What follows belongs to an exercise in optimizing a design on an open flow for small area; a production flow would make more cautious choices. Only simulation tests tie the RTL to the original design; equivalence was not proved. No activity file was given, so power comes from the tool's default toggle rates.

--- flow/config.mk ---
export PLATFORM = sky130hd
export DESIGN_NAME = project
export DESIGN_NICKNAME = project
export VERILOG_FILES = /design/flow/design.v
export SDC_FILE = /design/flow/constraint.sdc
export NUM_CORES = 4
export LEC_CHECK = 0
export CAP_MARGIN = 20
export CORE_MARGIN = 2
export CORE_UTILIZATION = 40
export SLEW_MARGIN = 20
--- flow/constraint.sdc ---
create_clock -name core_clock -period 10.0 [get_ports {clk}]
set_input_delay 2.0000 -clock core_clock [delete_from_list [all_inputs] [get_ports {clk}]]
set_output_delay 2.0000 -clock core_clock [all_outputs]
set_load 0.01 [all_outputs]
--- flow/design.v ---
module alu (input signed [31:0] in1, input signed [31:0] in2, input [3:0] opCode, input [4:0] shiftAmt, output signed [31:0] result);
	assign result = opCode == 0 ? in1 + in2 :
			opCode == 1 ? in1 - in2 :
			opCode == 2 ? in1 & in2 :
			opCode == 3 ? in1 | in2 :
			opCode == 4 ? in1 << shiftAmt :
			opCode == 5 ? in1 >> shiftAmt :
			opCode == 6 ? in1 >>> shiftAmt :
			opCode == 7 ? in1 > in2 ? 1 : 0 :
			opCode == 8 ? in1 < in2 ? 1 : 0 : 0;
endmodule
module mux (input selCh, input [31:0] inCh0, input [31:0] inCh1, output [31:0] selData);
	assign selData = selCh == 0 ? inCh0 :
			  selCh == 1 ? inCh1 : 0;
endmodule
module registerFile (input wrEnable, input [4:0] wrReg, input [31:0] wrData, input [4:0] rdReg1, output [31:0] rdData1, input [4:0] rdReg2, output [31:0] rdData2, input clk);
	reg [31:0] regFile [31:0];
	assign rdData1 = regFile[rdReg1];
	assign rdData2 = regFile[rdReg2];
	always @(posedge clk) begin if (wrEnable) begin regFile[wrReg] <= wrData; end end
endmodule
module project (input wrEnable, input [4:0] wrReg, input [4:0] rdReg1, input [4:0] rdReg2, input clk, input [3:0] opCode, input [4:0] shiftAmt, output signed [31:0] result, input selCh, input [31:0] selData);
	wire [31:0] selected;
	wire signed [31:0] rdData1;
	wire signed [31:0] rdData2;
	registerFile regFile1 (wrEnable, wrReg, selected, rdReg1, rdData1, rdReg2, rdData2, clk);
	alu alu1 (rdData1, rdData2, opCode, shiftAmt, result);
	mux m1 (selCh, selData, result, selected);
endmodule
--- flow/run.sh ---
#!/bin/bash
# synth_recipe.tcl (not shown) runs the flow's synth.tcl, then flattens the netlist and writes it again
# the make line also repeats each setting of config.mk as NAME=value (left out here)
make -C /OpenROAD-flow-scripts/flow DESIGN_CONFIG=/design/flow/config.mk WORK_HOME=/design/flow/orfs CLKGATE_MAP_FILE= SYNTH_SCRIPT=/design/flow/synth_recipe.tcl finish
==> run notes <==
worst max-delay path by stage:
stage,from,end,slack (ps),depth (start not counted)
after floorplan,rdReg2[0],result[31],910,17
after global placement,rdReg1[3],result[31],-30,21
after detailed placement,rdReg1[4],result[31],-50,23
after CTS,rdReg1[4],result[31],60,21
after global routing,rdReg2[0],result[28],6,20
final,rdReg2[0],result[0],190,22
metal layers:
metal	global-route usage	vias to the layer above	share of wire
li1	-	16050	-
met1	0.4223	20980	0.41
met2	0.4394	2642	0.45
met3	0.06297	444	0.11
met4	0.09392	10	0.035
met5	0	-	0.00029
synth_stat cells (all sizes together) (10+ instances only):
cell	n
a2111oi	10
a211oi	30
a21o	10
a21oi	116
a22o	29
a22oi	180
a31oi	47
and2	13
and3	10
buf	147
clkbuf	152
edfxtp	1024
ha	96
inv	96
mux2	34
mux2i	415
mux4	447
nand2	169
nand2b	16
nand3	75
nand4	19
nor2	192
nor2b	19
nor3	39
o211ai	20
o21ai	90
o21bai	11
o221ai	17
o22ai	44
o31ai	16
or3	10
xnor2	18
xor2	13
metrics by stage:
stage,power (mW),instance area [um2],util
after floorplan,6.213,56550,-
after global placement,7.162,61990,0.4432
after detailed placement,7.160,62020,0.4434
after CTS,11.08,65490,0.4682
after global routing,11.41,65520,0.4685
final,11.10,65530,0.4685
worst min-delay path, cell delays in order (launching register included):
cell and delay [ps]:
edfxtp_1 330, mux4_2 230, mux4_2 220, mux2i_1 70, buf_4 160, inv_1 60
ha_1 200, nor2_1 90, o41ai_2 210, buf_4 300
cell type report:
cell class              count  share of cell area
clock inverters            76             0.01102
repair buffers            465             0.06416
clock buffers             123             0.04178
inverters                  99            0.005671
well taps                1876             0.03582
flip-flops and latches   1024              0.4693
diodes                      1          0.00003819
multi-input cells        2347              0.3722
power by group through the flow:
stage | registers [mW] | logic [mW] | clock network [mW]
floorplan | 4.96 | 1.25 | 0
finish | 4.88 | 2.25 | 3.97
global placement | 4.97 | 2.19 | 0
CTS | 4.88 | 2.20 | 4.01
global route | 4.88 | 2.36 | 4.17
detailed placement | 4.97 | 2.19 | 0
cell families after synthesis:
group	share of synthesized area
multiplexers	0.2584
buffers and inverters	0.03252
AND/OR/NAND/NOR	0.04916
AO/OA/AOI/OAI	0.08949
adder cells (fa/ha/maj)	0.02195
XOR/XNOR	0.004801
flip-flops	0.5437
what timing repair did:
item,in CTS,in global routing
gates resized for setup,5,9
endpoints found under the setup margin,1,4
pin swaps,0,0
hold endpoints to repair,0,0
==> metrics.cfg <==
[min_path]
hold_class = reg -> reg
min_path_cells = 9
min_from = regFile1.regFile[10][22]
worstHoldEndpoint = regFile1.regFile[0][22]

[layout]
largestRegisters = regFile1.regFile (1024)
area_delta_synth_final_pct = 15.87
largest_reg_flops = 1024
multi_input_area_um2 = 24390
regMostFlops = regFile1.regFile
final_common_cell = edfxtp_1
stdcell_count = 6011
final_cell_mix = 1,024 x edfxtp_1, 447 x mux4_2, 414 x mux2i_1
drive_above_1_share = 0.2736
fill_cells = 12250
regArea_um2 = 30750
num-nets-final = 4200

[floorplan]
die_y_um = 380.0
start_util = 0.4043
rows = 137
die_w_um = 380.0
die_area_um2 = 144400
io_pins = 91
coreArea_um2 = 139900

[pwr]
p_seq_frac = 0.440
intPower_mw = 7.955
p_comb_frac = 0.203
power_leakage_nw = 22.65
switching_power_mw = 3.141
pwr-share-clk = 0.357
p_sw_frac = 0.2831
ir_worst_vdd_mv = 0.1293
powerDensity_nw_per_um2 = 169.3

[place]
numPortBuffers = 90
pre_cts_slack_ps = -49.96
place.gp.congestion = 1.055
dp_hpwl_um = 141200
dp_cells = 5811

[outcome]
status = timing/DRC/antenna clean

[clock_tree]
numCtsBuffers = 106
cts_root_buf = clkbuf_16
clockBufferDepth = 3
cts.sinks = 1024
cts_tree = built
post-cts-setup-buffers = 0
cts_max_level = 3
insertion_delay_ps = 750
holdBufCountCts = 0
path_clk_slew_ps = 60

[worst_setup_path]
cp_max_fo = 31
crit_top_cell = buf_4
cp-end-kind = primary output
r2r-end = regFile1.regFile[25][31]
crit_type = in -> out
cp_top_family = buffers and inverters
worstPathRequired_ps = 8000
r2r-start = regFile1.regFile[7][1]
worst-path-buf-inv = 8
cpMaxStageDelayCell = or4_1
regToRegSetupSlack_ps = 4130
arrival_ps = 7810
crit_path_start_kind = input port
max_stage_delay_ps = 700
path_cells = buf_8 -> buf_12 -> buf_4 -> mux4_2 -> mux4_2 -> mux2i_1 -> buf_4 -> ha_1 -> or4_1 -> nor4_1 -> buf_4 -> nand3_1 -> nor3_1 -> buf_4 -> nor4_1 -> a21oi_1 -> and2_1 -> o31ai_1 -> a221oi_2 -> buf_4 -> nor2_1 -> clkdlybuf4s50_1
r2r_cells = 19

[sta]
worstMarginPinSlew_ps = 1110
relSlewSlack = 0.2579
hold_ws_ps = 2046
finClkSkew_ps = 54.99
final_max_slew_viol_count = 0
period_needed_ps = 9810
setup_ws_ps = 190.4
fin_setup_tns_ps = 0
rsz0062_at_grt = no
clock.fmax_mhz = 101.9
setup_viol = 0
fin_crit_sh = 0.9810
hold_viol_final = 0

[synthesis]
netlist_instances = 3769
synthTopCellsByArea = edfxtp_1 54%, mux4_2 18%, mux2i_1 7.3%
synthFlopType = edfxtp_1
syn-mean-instance-area_um2 = 15.01
ys_seq_area_frac = 0.5437
async_flop_share = 0
synth_edf_count = 1024
synth_top_area_cell = edfxtp_1
syn-cell-area_um2 = 56550
synthesis.nets = 3926
synth_cell_types = 89
synth_warnings = 1
yosys_register_bits = 1024
synth.top_cell.area_share = 0.5437

[global_routing]
grt-ovfl-total = 0
grt_pass1_wl_um = 300300
antenna_found_initial = 8
grt_pass1_vias = 39030
grt_start_max_net_pins = 61
grt_usage = 0.2920

[routing]
via_count = 40130
route.detailed.drc = 0
wirelength_um = 214800
first_pass_iters = 9
ant_nets = 0
via_per_inst = 6.675
wl_per_cell_um = 35.74
first_iter_violations = 6084

[run]
drv_cap = 0

[re-timing with driven ports]
The flow's constraints put no driver on any port. The routed layout listed below was extracted and timed again, unchanged, in two steps. Step 1 assumes that a clkbuf_16 drives the clock port and a buf_2 every other input. Step 2 also shifts input and output timing later by t, the mid clock arrival at the registers, as if the neighbouring blocks saw the same clock. a / b / c = ideal ports / drivers / drivers and shift; a / b = the first two.
t, ns: 0.803
setup WS [ns]: 0.190 / 0.141 / 0.141
hold slack, ns: 2.046 / 2.046 / 2.046
After both steps this run still meets setup and hold. The setup slack of this run moves by -0.049 ns with the drivers and by -0.049 ns with both steps.
